Context: an optimization exercise on an open-source flow, tuned for small area. The choices shown serve that exercise and are no tape-out recipe.
Function was checked by simulation only, so behaviour that the tests miss may differ from the original.
Power figures rest on the tool's default switching activity, not on a simulated workload.

File: flow/flow/run.sh
#!/bin/bash
# The standard layout with three changes:
#  - synthesis is the standard flow's own (same passes, flatten and rename) except that abc
#    maps the logic with flow/area.script; registers are untouched;
#  - CTS builds the clock tree from clkbuf_4 in clusters of at most 12 sinks
#    and inserts no dummy loads;
#  - the port buffers are buf_1.
# Tool logs stay under orfs/logs; make's output goes to synth.log and standard.log.
set -e
here=$PWD
export MY_ABC_SCRIPT=$here/flow/area.script
export CTS_ARGS="-sink_clustering_enable -repair_clock_nets -dont_use_dummy_load -buf_list sky130_fd_sc_hd__clkbuf_4 -sink_clustering_size 12 -sink_clustering_max_diameter 50"
export BUFFER_PORTS_ARGS="-buffer_cell sky130_fd_sc_hd__buf_1"
sed "s#SYNTH_SCRIPT=[^ ]*#SYNTH_SCRIPT=$here/flow/my_synth.tcl#" standard.sh > my_standard.sh
bash my_standard.sh synth > synth.log 2>&1
bash standard.sh > standard.log 2>&1
File: flow/flow/my_synth.tcl
# synth_recipe.tcl with one change: abc maps the logic with flow/area.script
# (an area-oriented script) in place of ORFS's delay-oriented one.
proc synth {args} { yosys synth -nofsm -noshare {*}$args }
proc abc {args} {
  set i [lsearch $args -script]
  if {$i >= 0} { lset args [expr {$i+1}] $::env(MY_ABC_SCRIPT) }
  yosys abc {*}$args
}
source $::env(SCRIPTS_DIR)/synth.tcl
# left out here: clear keep_hierarchy, flatten, clean up, hide names made inside functions, write 1_2_yosys.v
File: flow/config.mk
export PLATFORM = sky130hd
export DESIGN_NAME = ate
export DESIGN_NICKNAME = ate
export VERILOG_FILES = /design/flow/design.v
export SDC_FILE = /design/flow/constraint.sdc
export NUM_CORES = 4
export LEC_CHECK = 0
export CAP_MARGIN = 20
export CORE_MARGIN = 2
export CORE_UTILIZATION = 45
export SETUP_SLACK_MARGIN = 0.15
export SLEW_MARGIN = 20
File: flow/constraint.sdc
create_clock -name core_clock -period 4.0 [get_ports {clk}]
set_input_delay 0.8000 -clock core_clock [delete_from_list [all_inputs] [get_ports {clk}]]
set_output_delay 0.8000 -clock core_clock [all_outputs]
set_load 0.01 [all_outputs]
File: flow/standard.sh
#!/bin/bash
# synth_recipe.tcl (not shown) runs the flow's synth.tcl, then flattens the netlist and writes it again
# the make line also repeats each setting of config.mk as NAME=value (left out here)
make -C /OpenROAD-flow-scripts/flow DESIGN_CONFIG=/design/flow/config.mk WORK_HOME=/design/flow/orfs CLKGATE_MAP_FILE= SYNTH_SCRIPT=/design/flow/synth_recipe.tcl "${@:-finish}"
File: flow/flow/area.script
strash
&get -n
&st
&syn2
&dch
&nf -a
&put
topo
File: flow/design.v
module ate(clk,reset,pix_data,bin,threshold);
input clk;
input reset;
input [7:0] pix_data;
output reg bin;
output reg [7:0] threshold;
reg [7:0] buffer [63:0];
reg [5:0] count;    
reg [2:0] col;      
reg [7:0] nmax;        
reg [7:0] nmin;        
wire [7:0] max = ~nmax;
wire [7:0] min = ~nmin;
integer i;
function cy8;
	input [7:0] x;
	input [7:0] y;
	input       cin;
	integer k;
	reg c;
	begin
		c = cin;
		for (k = 0; k < 8; k = k + 1)
			c = (x[k] & y[k]) | (x[k] & c) | (y[k] & c);
		cy8 = c;
	end
endfunction
function ge8;
	input [7:0] a;
	input [7:0] b;
	integer k;
	reg r;
	begin
		r = 1'b1;
		for (k = 0; k < 8; k = k + 1)
			r = (a[k] & ~b[k]) | ((a[k] | ~b[k]) & r);
		ge8 = r;
	end
endfunction
wire       low0     = ~|count[4:0];
wire       last     = low0 & ~count[5];
wire [2:0] col_next = last ? {col[1:0], ~col[2]} : col;
wire       act_next = ~col_next[0] | col_next[2];    
reg  [8:0] sum;      
reg        ncy;
reg  [7:0] nmx, nmn;
integer j;
always @(*) begin
	nmx = nmax;
	nmn = nmin;
	ncy = nmx[0] & nmn[0];
	sum[0] = 1'b0;
	for (j = 1; j < 8; j = j + 1) begin
		sum[j] = ~(nmx[j] ^ nmn[j] ^ ncy);
		ncy = (nmx[j] & nmn[j]) | (nmx[j] & ncy) | (nmn[j] & ncy);
	end
	sum[8] = ~ncy;
end
wire [7:0] thr_next = last ? (act_next ? sum[8:1] : 8'd0) : threshold;
always @(posedge clk) begin
	buffer[0] <= ~pix_data;
	for (i = 1; i < 64; i = i + 1)
		buffer[i] <= buffer[i-1];
	if (last | cy8(pix_data, nmax, 1'b0))      
		nmax <= ~pix_data;
	if (last | ~cy8(pix_data, nmin, 1'b1))     
		nmin <= ~pix_data;
end
always @(posedge reset or posedge clk) begin
	if (reset) begin
		count <= 6'd0;
		col <= 3'd0;
		threshold <= 8'd0;
		bin <= 1'b0;
	end
	else begin
		count <= {count[4:0], count[5] ^ count[4] ^ low0};
		col <= col_next;
		threshold <= thr_next;
		bin <= act_next & ~cy8(buffer[63], thr_next, 1'b0);    
	end
end
endmodule
==> results.cfg, run 1 <==
[cts]
cts_made_buffers = 51
clk_latency_ns = 0.67
cts.sinks = 546
clockRootBuffer = clkbuf_4
htreeDepth = 2
clk_pin_slew_worst_paths_ns = 0.12
cts_tree = done
cts_buffer_depth = 3
ctsHoldBuffers = 0

[sta]
period_minus_slack_ns = 3.791
fmax_ghz = 0.2638
hold_violations = 0
setup_violations = 0
slew_headroom_pct = 46.99
fin_crit_sh_pct = 94.77
tightest_slew_ns = 0.7916
hold_ws_ns = 0.09236
fin_worst_skew_ns = 0.04362
slew_violations = 0
rsz0062_at_grt = true

[power]
peakVddDrop_uv = 320.8
leakage_nw = 5.100
power_density_mw_per_mm2 = 623.3

[floorplanning]
die_area_mm2 = 0.02737
initial_core_util_pct = 45.40
die_x_um = 165.5
io_pins = 19
die_h_um = 165.5
core_mm2 = 0.02584
rows = 59

[detailed_routing]
route.detailed.drc = 0
avgRoutedWirePerCell_um = 11.97
vias = 4266
dr.first_iter.drc_count = 195
first_pass_iters = 4
drt_wl_total_um = 12350
antenna_left = 0
vias_per_cell = 4.138

[synthesis]
synth_top_family_by_area = compound AO/OA/AOI/OAI gates
ys.flop_type = dfxtp_1
synthAdderAreaFrac_pct = 1.195
synth-edff-count = 16
yosys-top-cells-area = dfxtp_1 (87%), edfxtp_1 (4.1%), dfrtp_1 (3.8%)
synth_top_cell_by_area = dfxtp_1
ys_seq_area_share_pct = 95.32
synth_cell_types = 24
synthesis.nets = 642
synthXorXnorAreaFrac_pct = 0.07467
synth_compound_area_share_pct = 2.368
syn_inst = 625
synthMuxAreaShare_pct = 0
yosys.area_share.simple_pct = 0.7253
synth_area_mm2 = 0.01173
ys_seq_elements = 546
ys_warn_count = 2
async_flop_share_pct = 3.297
syn_avg_cell_area_um2 = 18.77
yosys.area.top_type_share_pct = 87.38

[worst_setup_path]
cp.required_ns = 4.55
startpoint = nmax[0]
cp-endpoint = bin
critPathMaxFanout = 3
worstSetupPathType = flop to flop
cp-start-kind = flop
r2r_cells = 12
rr_endpoint = bin
cp.arrival_ns = 4.34
reg2reg_slack_ns = 0.21
regToRegStartpoint = nmax[0]
critical_path.endpoint_type = flop

[cells_and_area]
synthToLayoutAreaGrowth_pct = 7.712
layout_common_cells = dfxtp_1 (512), clkbuf_4 (51), dfrtp_1 (18), buf_1 (18), edfxtp_1 (16)
instances_no_fill = 1031
final_common_cell = dfxtp_1
fin_area_mm2 = 0.01263
final_util_pct = 48.90
layout.nets = 714
drive_gt1_share_pct = 8.633

[global_routing]
antenna_found_initial = 1
grt_pass1_wl_um = 21110
grt_pass1_vias = 4367
grt_max_degree = 19
grtUsageTotal_pct = 9.767
grt.overflow.total = 0

[place]
dp.cells = 978
place_area_mm2 = 0.01222
port_buffers = 18
gp_congestion = 0.7686
hpwl_um = 6818

[outcome]
run_status = finished clean

[flow_run]
maxCapViolCount = 0

[worst_hold_path]
holdCritPathClass = input pin to asynchronous set/reset pin
[through the flow]
stage | setup WS (ns) | total power [mW] | TNS (ns)
after detailed placement | -0.03928 | 5.992 | -0.03928
after global routing | 0.04939 | 8.254 | 0
after CTS | 0.1673 | 8.007 | 0
after global placement | 0.03116 | 5.981 | 0
after floorplan | 0.1835 | 5.932 | 0
final | 0.2092 | 7.875 | 0
[Yosys cell counts, types with 2 or more instances]
library cell / count
dfxtp_1: 512
dfrtp_1: 18
edfxtp_1: 16
clkinv_1: 10
nand2_1: 10
o21ai_0: 9
a22oi_1: 8
fa_1: 7
a21oi_1: 5
nor2_1: 5
o22ai_1: 5
o211ai_1: 4
o2bb2ai_1: 3
nand3_1: 2
o221ai_1: 2
[cells by family (layout without fill, tap and decap cells)]
family | after synthesis | count (layout)
other | 0 | 1
AO/OA/AOI/OAI | 41 | 41
adder cells (fa/ha/maj) | 7 | 7
flip-flops | 546 | 546
XOR/XNOR | 1 | 1
AND/OR/NAND/NOR | 20 | 20
buffers and inverters | 10 | 80
[where the power goes]
group	switching [mW]	internal [mW]	total, mW
clock network	1.41	0.590	2.00
logic	0.0543	0.0415	0.0957
registers	0.0679	5.71	5.77
total	1.54	6.34	7.87
[final cells by class]
type | instances | area (um^2)
Clock buffer | 51 | 382.9
Antenna cell | 1 | 2.502
Sequential cell | 546 | 11180
Timing Repair Buffer | 19 | 75.07
Tap cell | 335 | 419.2
Multi-Input combinational cell | 69 | 536.8
Fill cell | 2150 | 13200
Inverter | 10 | 37.54
[how the worst min path moves through the flow]
stage                   from            end  slack (ns)  cells after the start
6_report               reset   threshold[0]        0.09                      2
5_1_grt                reset         col[1]        0.07                      2
4_1_cts                reset            bin        0.03                      2
3_5_place_dp   buffer[12][5]  buffer[13][5]        0.31                      0
3_3_place_gp   buffer[24][5]  buffer[25][5]        0.31                      0
2_1_floorplan   buffer[9][0]  buffer[10][0]        0.31                      0
[critical path, cell delays in order (launching register included)]
cell and delay (ns):
edfxtp_1 0.40, and2_1 0.18, fa_2 0.35, fa_2 0.35, fa_2 0.35, fa_2 0.35, fa_2 0.34, fa_2 0.35
fa_1 0.46, o21ai_2 0.22, o22ai_2 0.10, o21ai_1 0.14, a22oi_1 0.09
[flip-flops by register name, indices dropped and copies added (netlist names)]
name       flops
col            3
bin            1
count          6
threshold      8
nmax           8
nmin           8
buffer       512
[per-layer routing]
layer / GRT usage, % / wire length [um]
met1: 14.11 / 6443
met3: 2.972 / 587
met4: 5.055 / 437
met2: 13.20 / 4876
met5: 0 / 0
[timing repair]
item,CTS,global route
pin swaps,1,3
endpoints found under the hold margin,0,0
setup buffers,1,0
endpoints found under the setup margin,1,1
resized for setup,5,5
cloned,0,0
==> run 2, diff against run 1 <==
--- a/flow/config.mk
+++ b/flow/config.mk
@@ -7,6 +7,6 @@
 export LEC_CHECK = 0
 export CAP_MARGIN = 20
 export CORE_MARGIN = 2
-export CORE_UTILIZATION = 45
+export CORE_UTILIZATION = 55
 export SETUP_SLACK_MARGIN = 0.15
 export SLEW_MARGIN = 20
==> results.cfg, run 2 <==
[cells_and_area]
synthToLayoutAreaGrowth_pct = 7.147
final_util_pct = 59.98
top_register = buffer
largest_register_ffs = 512
layout_common_cells = dfxtp_1 (512), clkbuf_4 (52), dfrtp_1 (18), buf_1 (18), edfxtp_1 (16)
final_common_cell = dfxtp_1
layout.nets = 716
fin_area_mm2 = 0.01257
drive_gt1_share_pct = 8.752

[cts]
htreeDepth = 2
cts_buffer_depth = 3
clk_pin_slew_worst_paths_ns = 0.12
clk_latency_ns = 0.66
cts.sinks = 546
cts_made_buffers = 52
ctsHoldBuffers = 0
cts_tree = done
clockRootBuffer = clkbuf_4

[worst_setup_path]
worstSetupPathType = flop to flop
cp.required_ns = 4.59
critPathMaxFanout = 3
cp.arrival_ns = 4.36
path_cells = and2_1 -> fa_2 -> fa_2 -> fa_2 -> fa_2 -> fa_2 -> fa_2 -> fa_1 -> o21ai_2 -> a22oi_1 -> o21ai_1 -> a22oi_1
cp-start-kind = flop
critical_path.endpoint_type = flop
worst_path_max_delay_cell = fa_1
crit_top_cell = fa_2
crit_family = adder cells
critPathMaxStageDelay_ns = 0.52
cp_num_buf_inv = 0

[floorplanning]
initial_core_util_pct = 55.98
rows = 53
core_mm2 = 0.02096
die_area_mm2 = 0.02251
die_h_um = 150.0
io_pins = 19
die_x_um = 150.0

[power]
seqPwrFrac_pct = 73.3
p_int_mw = 6.350
pwr-share-clk_pct = 25.5
power_switching_share_pct = 19.41
share_comb_of_total_power_pct = 1.2
power_density_mw_per_mm2 = 626.9
leakage_nw = 5.093
switching_power_mw = 1.529
peakVddDrop_uv = 332.1

[place]
port_buffers = 18
place_area_mm2 = 0.01214
hpwl_um = 6511
gp_congestion = 0.7825

[sta]
final.setup.tns_ns = 0
setup_violations = 0
hold_violations = 0
slew_violations = 0
fmax_ghz = 0.2649
period_minus_slack_ns = 3.775
tightest_slew_ns = 0.7466
fin_worst_skew_ns = 0.06521
fin_crit_sh_pct = 94.37
slew_headroom_pct = 50.01
rsz0062_at_grt = true

[synthesis]
ys_seq_elements = 546
ys_seq_area_share_pct = 95.32
yosys-top-cells-count = dfxtp_1 (512), dfrtp_1 (18), edfxtp_1 (16)
synth_top_cell_by_area = dfxtp_1
async_flop_share_pct = 3.297
yosys.area.top_type_share_pct = 87.38
yosys-top-cells-area = dfxtp_1 (87%), edfxtp_1 (4.1%), dfrtp_1 (3.8%)
ys_warn_count = 2
syn_inst = 625
ys.flop_type = dfxtp_1
synth_cell_types = 24
synthesis.nets = 642
synth_area_mm2 = 0.01173
syn_avg_cell_area_um2 = 18.77
synth.most_common_cell = dfxtp_1
synth-edff-count = 16

[flow_run]
maxCapViolCount = 0

[detailed_routing]
drt_wl_total_um = 11970
antenna_left = 0
dr.first_iter.drc_count = 195
vias_per_cell = 4.398
route.detailed.drc = 0
vias = 4279
first_pass_iters = 4
avgRoutedWirePerCell_um = 12.30

[worst_hold_path]
holdCritPathClass = input pin to asynchronous set/reset pin

[global_routing]
grt.overflow.total = 0
grt_pass1_vias = 4324
antenna_found_initial = 1
grt_max_degree = 19
grtUsageTotal_pct = 11.45
grt_pass1_wl_um = 20500

[outcome]
run_status = finished clean
## run 2: cell counts after synthesis
Identical to the previous run, type by type.
## run 2: repair_timing
item,in CTS,in global routing
pin swaps,2,3
resized for setup,7,1
endpoints found under the hold margin,0,0
buffers inserted,1,1
setup endpoints to repair,1,1
cloned,0,0
## run 2: cell families (layout without fill, tap and decap cells)
family	Yosys count	after routing	share of synthesized area (%)
flops	546	546	95.32
xor+xnor	1	1	0.07468
fa+ha+maj	7	7	1.195
compound gates	41	41	2.368
other cells	0	1	0
buf+inv	10	82	0.3200
simple gates	20	20	0.7255
## run 2: area by class of cell
| class | instances | area, um^2 |
|---|---|---|
| Sequential cell | 546 | 11180 |
| Antenna cell | 1 | 2.502 |
| Inverter | 10 | 37.54 |
| Timing Repair Buffer | 20 | 82.58 |
| Fill cell | 1585 | 8387 |
| Clock buffer | 52 | 390.4 |
| Multi-Input combinational cell | 69 | 530.5 |
| Tap cell | 275 | 344.1 |
## run 2: path summary, 6_finish.rpt
kind,from,end,slack [ns],depth (start not counted)
setup / recovery,nmax[0],bin,0.23,12
hold / removal,reset,count[5],0.09,2
setup reg to reg,nmax[0],bin,0.23,12
hold reg to reg,buffer[12][7],buffer[13][7],0.28,0
max in group asynchronous,reset,threshold[0],3.53,2
min in group core_clock,buffer[12][7],buffer[13][7],0.28,0
## run 2: power by group through the flow
stage	sequential (mW)	combinational (mW)	clock, mW
CTS	5.78	0.0983	2.12
floorplan	5.87	0.0582	0
finish	5.78	0.0965	2.01
global route	5.81	0.114	2.34
detailed placement	5.90	0.0903	0
global placement	5.90	0.0842	0
## run 2: per-layer routing
layer / vias to the layer above / GRT usage [%] / part of all wire (%)
li1: 2136 / - / -
met1: 2038 / 16.91 / 52
met2: 72 / 15.25 / 40
met3: 33 / 3.537 / 4.8
met4: 0 / 5.755 / 2.9
met5: - / 0 / 0
## run 2: worst reg2reg max path, stage by stage (launching register included)
cell and delay [ns]:
edfxtp_1 0.39, and2_1 0.18, fa_2 0.34, fa_2 0.35
fa_2 0.35, fa_2 0.35, fa_2 0.35, fa_2 0.34
fa_1 0.52, o21ai_2 0.08, a22oi_1 0.21, o21ai_1 0.10
a22oi_1 0.15
## run 2: through the flow
stage               power (mW)  worst slack, ns  hold slack [ns]  std cells
CTS                      8.007           0.1878          0.02161        971
global route             8.266           0.1214          0.07166        973
global placement         5.981          0.03685           0.3109        918
floorplan                5.932           0.1835           0.3096        625
detailed placement       5.992         -0.08865           0.3121        918
finish                   7.879           0.2254          0.08691        973
==> run 3, diff against run 2 <==
--- a/flow/config.mk
+++ b/flow/config.mk
@@ -7,6 +7,5 @@
 export LEC_CHECK = 0
 export CAP_MARGIN = 20
 export CORE_MARGIN = 2
-export CORE_UTILIZATION = 55
-export SETUP_SLACK_MARGIN = 0.15
+export CORE_UTILIZATION = 45
 export SLEW_MARGIN = 20
==> results.cfg, run 3 <==
[cells_and_area]
top_register = buffer
layout.nets = 716
layout_common_cells = dfxtp_1 (512), clkbuf_4 (51), dfrtp_1 (18), buf_1 (18), edfxtp_1 (16)
instances_no_fill = 1033
synthToLayoutAreaGrowth_pct = 7.766
drive_gt1_share_pct = 8.608
fin_area_mm2 = 0.01264
final_common_cell = dfxtp_1
largest_register_ffs = 512

[synthesis]
yosys-top-cells-count = dfxtp_1 (512), dfrtp_1 (18), edfxtp_1 (16)
synth_top_cell_by_area = dfxtp_1
syn_inst = 625
ys_seq_area_share_pct = 95.32
synth_cell_types = 24
synth_area_mm2 = 0.01173
synth.most_common_cell = dfxtp_1
yosys.area.top_type_share_pct = 87.38
yosys-top-cells-area = dfxtp_1 (87%), edfxtp_1 (4.1%), dfrtp_1 (3.8%)
ys_seq_elements = 546
synth-edff-count = 16
synthesis.nets = 642
ys_warn_count = 2
async_flop_share_pct = 3.297
ys.flop_type = dfxtp_1
syn_avg_cell_area_um2 = 18.77

[cts]
cts_made_buffers = 51
clk_pin_slew_worst_paths_ns = 0.12
cts_buffer_depth = 3
htreeDepth = 2
ctsHoldBuffers = 0
cts.sinks = 546
cts_tree = done
clk_latency_ns = 0.68
clockRootBuffer = clkbuf_4

[worst_setup_path]
critPathMaxFanout = 3
worst_path_max_delay_cell = fa_1
critPathMaxStageDelay_ns = 0.51
cp_num_buf_inv = 0
cp.arrival_ns = 4.46
critical_path.endpoint_type = flop
reg2reg_slack_ns = 0.09
cp-start-kind = flop
rr_endpoint = bin
cp_num_cells = 12
regToRegStartpoint = nmax[0]
path_cells = and2_1 -> fa_2 -> fa_2 -> fa_2 -> fa_2 -> fa_1 -> fa_2 -> fa_1 -> o21ai_2 -> a22oi_1 -> o21ai_1 -> a22oi_1
worstSetupPathType = flop to flop
crit_top_cell = fa_2
cp-endpoint = bin
cp.required_ns = 4.55
crit_family = adder cells
r2r_cells = 12
startpoint = nmax[0]

[floorplanning]
die_area_mm2 = 0.02737
io_pins = 19
die_x_um = 165.5
core_mm2 = 0.02584
die_h_um = 165.5
initial_core_util_pct = 45.40
rows = 59

[flow_run]
maxCapViolCount = 0

[detailed_routing]
vias_per_cell = 4.160
avgRoutedWirePerCell_um = 12.13
vias = 4297
antenna_left = 0
drt_wl_total_um = 12530
dr.first_iter.drc_count = 153
first_pass_iters = 4
route.detailed.drc = 0

[sta]
slew_violations = 0
hold_ws_ns = 0.1124
fin_worst_skew_ns = 0.08725
hold_violations = 0
fin_crit_sh_pct = 97.74
final.setup.tns_ns = 0
tightest_slew_ns = 0.8058
fmax_ghz = 0.2558
period_minus_slack_ns = 3.909
slew_headroom_pct = 46.04
setup_violations = 0

[place]
dp.cells = 980
gp_congestion = 0.8034
port_buffers = 18
place_area_mm2 = 0.01223
hpwl_um = 6966

[outcome]
run_status = finished clean

[power]
leakage_nw = 5.094
power_density_mw_per_mm2 = 623.9
peakVddDrop_uv = 372.7

[global_routing]
grtUsageTotal_pct = 9.933
grt_max_degree = 19
grt_pass1_wl_um = 21630
grt_pass1_vias = 4580
antenna_found_initial = 1
grt.overflow.total = 0

[worst_hold_path]
holdCritPathClass = input pin to asynchronous set/reset pin
## run 3: where the power goes
group	internal (mW)	switching [mW]	total, mW	leakage (nW)
combinational	0.0437	0.0576	0.101	0.188
clock	0.590	1.42	2.01	0.235
sequential	5.71	0.0688	5.78	4.67
total	6.34	1.55	7.89	5.09
## run 3: metrics by stage
stage	total power [mW]	setup slack, ns	utilization, %
floorplan	5.931	0.09172	-
global placement	5.982	-0.08681	47.34
detailed placement	5.996	-0.2144	47.34
CTS	7.993	0.02253	48.88
global route	8.245	-0.01938	48.92
finish	7.886	0.09059	48.92
## run 3: how the worst min path moves through the flow
stage | end | slack, ns
floorplan | buffer[10][0] | 0.31
global placement | buffer[16][7] | 0.31
detailed placement | buffer[20][1] | 0.31
CTS | col[1] | 0.05
global route | count[4] | 0.08
finish | col[1] | 0.11
## run 3: cell type report
cell class | count | area [um^2]
well taps | 335 | 419.2
clock buffers | 51 | 382.9
diodes | 1 | 2.502
inverters | 10 | 37.54
multi-input cells | 69 | 528.0
repair buffers | 21 | 90.09
flip-flops and latches | 546 | 11180
fillers | 2167 | 13200
## run 3: logic make-up (layout without fill, tap and decap cells)
kind of cell               count (synthesis)  after routing  share of synthesized area, %
adders and majority gates                  7              7                         1.195
AOI/OAI and AO/OA                         41             41                         2.368
xor gates and xnor gates                   1              1                       0.07468
DFF                                      546            546                         95.32
other                                      0              1                             0
and+or+nand+nor                           20             20                        0.7255
buffers and inverters                     10             82                        0.3200
## run 3: routing by layer
layer	global-route usage, %	part of all wire (%)
met1	13.84	51
met2	13.96	40
met3	3.197	5.3
met4	4.976	3.1
met5	0	0
## run 3: repair_timing
| action | in CTS | in global routing |
|---|---|---|
| pin swaps | 1 | 1 |
| gates resized for setup | 5 | 5 |
| setup endpoints to repair | 1 | 1 |
| setup buffers | 1 | 0 |
## run 3: worst register-to-register path, delay by kind of cell (launching register included)
family          cells  cell delay (ns)
flops               1             0.42
simple gates        1             0.20
fa+ha+maj           7             2.65
compound gates      4             0.56
==> run 4, diff against run 3 <==
--- a/flow/flow/run.sh
+++ b/flow/flow/run.sh
@@ -9,7 +9,7 @@
 set -e
 here=$PWD
 export MY_ABC_SCRIPT=$here/flow/area.script
-export CTS_ARGS="-sink_clustering_enable -repair_clock_nets -dont_use_dummy_load -buf_list sky130_fd_sc_hd__clkbuf_4 -sink_clustering_size 12 -sink_clustering_max_diameter 50"
+export CTS_ARGS="-sink_clustering_enable -repair_clock_nets -dont_use_dummy_load -buf_list sky130_fd_sc_hd__clkbuf_8 -sink_clustering_size 22 -sink_clustering_max_diameter 60"
 export BUFFER_PORTS_ARGS="-buffer_cell sky130_fd_sc_hd__buf_1"
 sed "s#SYNTH_SCRIPT=[^ ]*#SYNTH_SCRIPT=$here/flow/my_synth.tcl#" standard.sh > my_standard.sh
 bash my_standard.sh synth > synth.log 2>&1
--- a/flow/config.mk
+++ b/flow/config.mk
@@ -8,4 +8,5 @@
 export CAP_MARGIN = 20
 export CORE_MARGIN = 2
 export CORE_UTILIZATION = 45
+export SETUP_SLACK_MARGIN = 0.15
 export SLEW_MARGIN = 20
==> results.cfg, run 4 <==
[worst_setup_path]
crit_family = adder cells
worst_path_max_delay_cell = fa_1
critical_path.endpoint_type = flop
critPathMaxFanout = 3
cp.arrival_ns = 4.24
critPathMaxStageDelay_ns = 0.46
crit_top_cell = fa_2
cp-start-kind = flop
cp_num_buf_inv = 0
path_cells = and2_4 -> fa_2 -> fa_2 -> fa_2 -> fa_2 -> fa_2 -> fa_2 -> fa_1 -> o21ai_2 -> o22ai_2 -> o21ai_1 -> a22oi_1
cp.required_ns = 4.43
worstSetupPathType = flop to flop

[sta]
rsz0062_at_grt = true
fin_crit_sh_pct = 95.14
hold_ws_ns = 0.1809
setup_violations = 0
fin_worst_skew_ns = 0.06755
hold_violations = 0
tightest_slew_ns = 0.7920
final.setup.tns_ns = 0
fmax_ghz = 0.2628
final.setup.worst_slack_ns = 0.1945
period_minus_slack_ns = 3.805
slew_violations = 0
slew_headroom_pct = 46.97

[cts]
clk_latency_ns = 0.58
cts_tree = done
clk_pin_slew_worst_paths_ns = 0.12
clockRootBuffer = clkbuf_8
htreeDepth = 1
cts_made_buffers = 29
cts_buffer_depth = 3
cts.sinks = 546

[synthesis]
ys_seq_area_share_pct = 95.32
ys_warn_count = 2
yosys.area.top_type_share_pct = 87.38
synth-edff-count = 16
ys.flop_type = dfxtp_1
synthesis.nets = 642
yosys-top-cells-area = dfxtp_1 (87%), edfxtp_1 (4.1%), dfrtp_1 (3.8%)
syn_avg_cell_area_um2 = 18.77
syn_inst = 625
yosys-top-cells-count = dfxtp_1 (512), dfrtp_1 (18), edfxtp_1 (16)
synth_cell_types = 24
synth_area_mm2 = 0.01173
async_flop_share_pct = 3.297
synth.most_common_cell = dfxtp_1
synth_top_cell_by_area = dfxtp_1
ys_seq_elements = 546

[global_routing]
grtUsageTotal_pct = 9.261
grt_pass1_wl_um = 20330
antenna_found_initial = 0
grt_pass1_vias = 4124
grt.overflow.total = 0
grt_max_degree = 23

[floorplanning]
die_h_um = 165.5
initial_core_util_pct = 45.40
rows = 59
die_area_mm2 = 0.02737
io_pins = 19
core_mm2 = 0.02584
die_x_um = 165.5

[detailed_routing]
route.met3.wl_um = 431
top_layer = met4
avgRoutedWirePerCell_um = 11.92
dr_wl_met2_um = 4767
drt_wl_total_um = 12020
first_pass_iters = 4
antenna_left = 0
wl_met1_um = 6487
dr.first_iter.drc_count = 224
route.detailed.drc = 0
vias_per_cell = 4.101
vias = 4134

[cells_and_area]
multi_input_area_um2 = 539.3
drive_gt1_share_pct = 5.795
final_util_pct = 48.96
top_register = buffer
instances_no_fill = 1008
final_common_cell = dfxtp_1
synthToLayoutAreaGrowth_pct = 7.851
fillerInstances = 2157
seqCellArea_mm2 = 0.01118
largest_register_ffs = 512
antenna_cells = 0
layout_common_cells = dfxtp_1 (512), clkbuf_8 (29), dfrtp_1 (18), buf_1 (18), edfxtp_1 (16)
fin_area_mm2 = 0.01265
layout.nets = 692

[place]
port_buffers = 18
gp_congestion = 0.7686
hpwl_um = 6818
post-place-ws_ns = -0.03928
dp.cells = 978
place_area_mm2 = 0.01222

[worst_hold_path]
holdCritPathClass = input pin to asynchronous set/reset pin

[power]
peakVddDrop_uv = 311.0
power_density_mw_per_mm2 = 624.7
totalPowerFinal_mw = 7.903
leakage_nw = 5.076

[flow_run]
maxCapViolCount = 0

[outcome]
run_status = finished clean
## run 4: cell counts after synthesis
Identical to the previous run, type by type.
## run 4: path summary, 6_finish.rpt
kind	cells past startpoint	from	endpoint	slack [ns]
setup / recovery	12	nmax[0]	bin	0.19
hold / removal	2	reset	count[1]	0.18
setup reg to reg	12	nmax[0]	bin	0.19
hold reg to reg	0	buffer[3][6]	buffer[4][6]	0.25
max in group asynchronous	2	reset	threshold[4]	3.49
min in group core_clock	0	buffer[3][6]	buffer[4][6]	0.25
## run 4: timing repair
| action | CTS | global route |
|---|---|---|
| endpoints found under the setup margin | 1 | 1 |
| gates resized for setup | 6 | 6 |
| pin swaps | 2 | 2 |
| hold buffers | 0 | 0 |
| setup buffers | 1 | 0 |
## run 4: power breakdown
| part | leakage, nW | switching, mW | internal [mW] |
|---|---|---|---|
| registers | 4.67 | 0.0683 | 5.71 |
| logic | 0.196 | 0.0548 | 0.0430 |
| clock network | 0.209 | 1.37 | 0.655 |
| total | 5.08 | 1.50 | 6.41 |
## run 4: kinds of logic after synthesis
kind of cell	share of synthesized area (%)
flops	95.32
simple gates	0.7255
buf+inv	0.3200
xor+xnor	0.07468
fa+ha+maj	1.195
compound gates	2.368
## run 4: cell type report
cell class | count | area share, %
tap | 335 | 3.313
sequential | 546 | 88.38
inverter | 10 | 0.2967
timing repair buffer | 19 | 0.5934
multi-input combinational | 69 | 4.263
clock buffer | 29 | 3.155
## run 4: routing by layer
layer	GRT usage, %	up-vias
li1	-	2056
met1	14.08	2007
met2	12.94	48
met3	2.173	23
met4	3.292	0
met5	0	-
## run 4: worst register-to-register path, cell delays in order (launching register included)
cell	delay, ns
edfxtp_1	0.41
and2_4	0.18
fa_2	0.34
fa_2	0.35
fa_2	0.35
fa_2	0.35
fa_2	0.34
fa_2	0.35
fa_1	0.46
o21ai_2	0.20
o22ai_2	0.10
o21ai_1	0.14
a22oi_1	0.08

## afterwards: timing with drivers on the ports
No port has a modelled driver above. Below, the same layouts with a new extraction and two added sets of constraints. Step 1 assumes that a clkbuf_16 drives the clock port and a buf_2 every other input. Step 2 adds t to the input delays and takes it off the output delays; t is the mean of the earliest and latest rising clock arrival at the registers after step 1. Input paths then give back, and output paths get back, about the clock's delay inside the block. a / b / c = ideal / step 1 / step 2; a / b = the first two.
| run | shift t [ns] | setup slack, ns | slew at the worst register clock pin (ns) | worst data-port slew with drivers (ns) |
|---|---|---|---|---|
| run 1 | 0.684 | 0.209 / 0.209 / 0.209 | 0.12 / 0.12 | 0.05 |
| run 2 | 0.665 | 0.225 / 0.225 / 0.225 | 0.12 / 0.12 | 0.05 |
| run 3 | 0.683 | 0.091 / 0.091 / 0.091 | 0.12 / 0.12 | 0.05 |
| run 4 | 0.581 | 0.195 / 0.195 / 0.195 | 0.12 / 0.12 | 0.05 |
After both steps setup and hold are still met in every run listed.
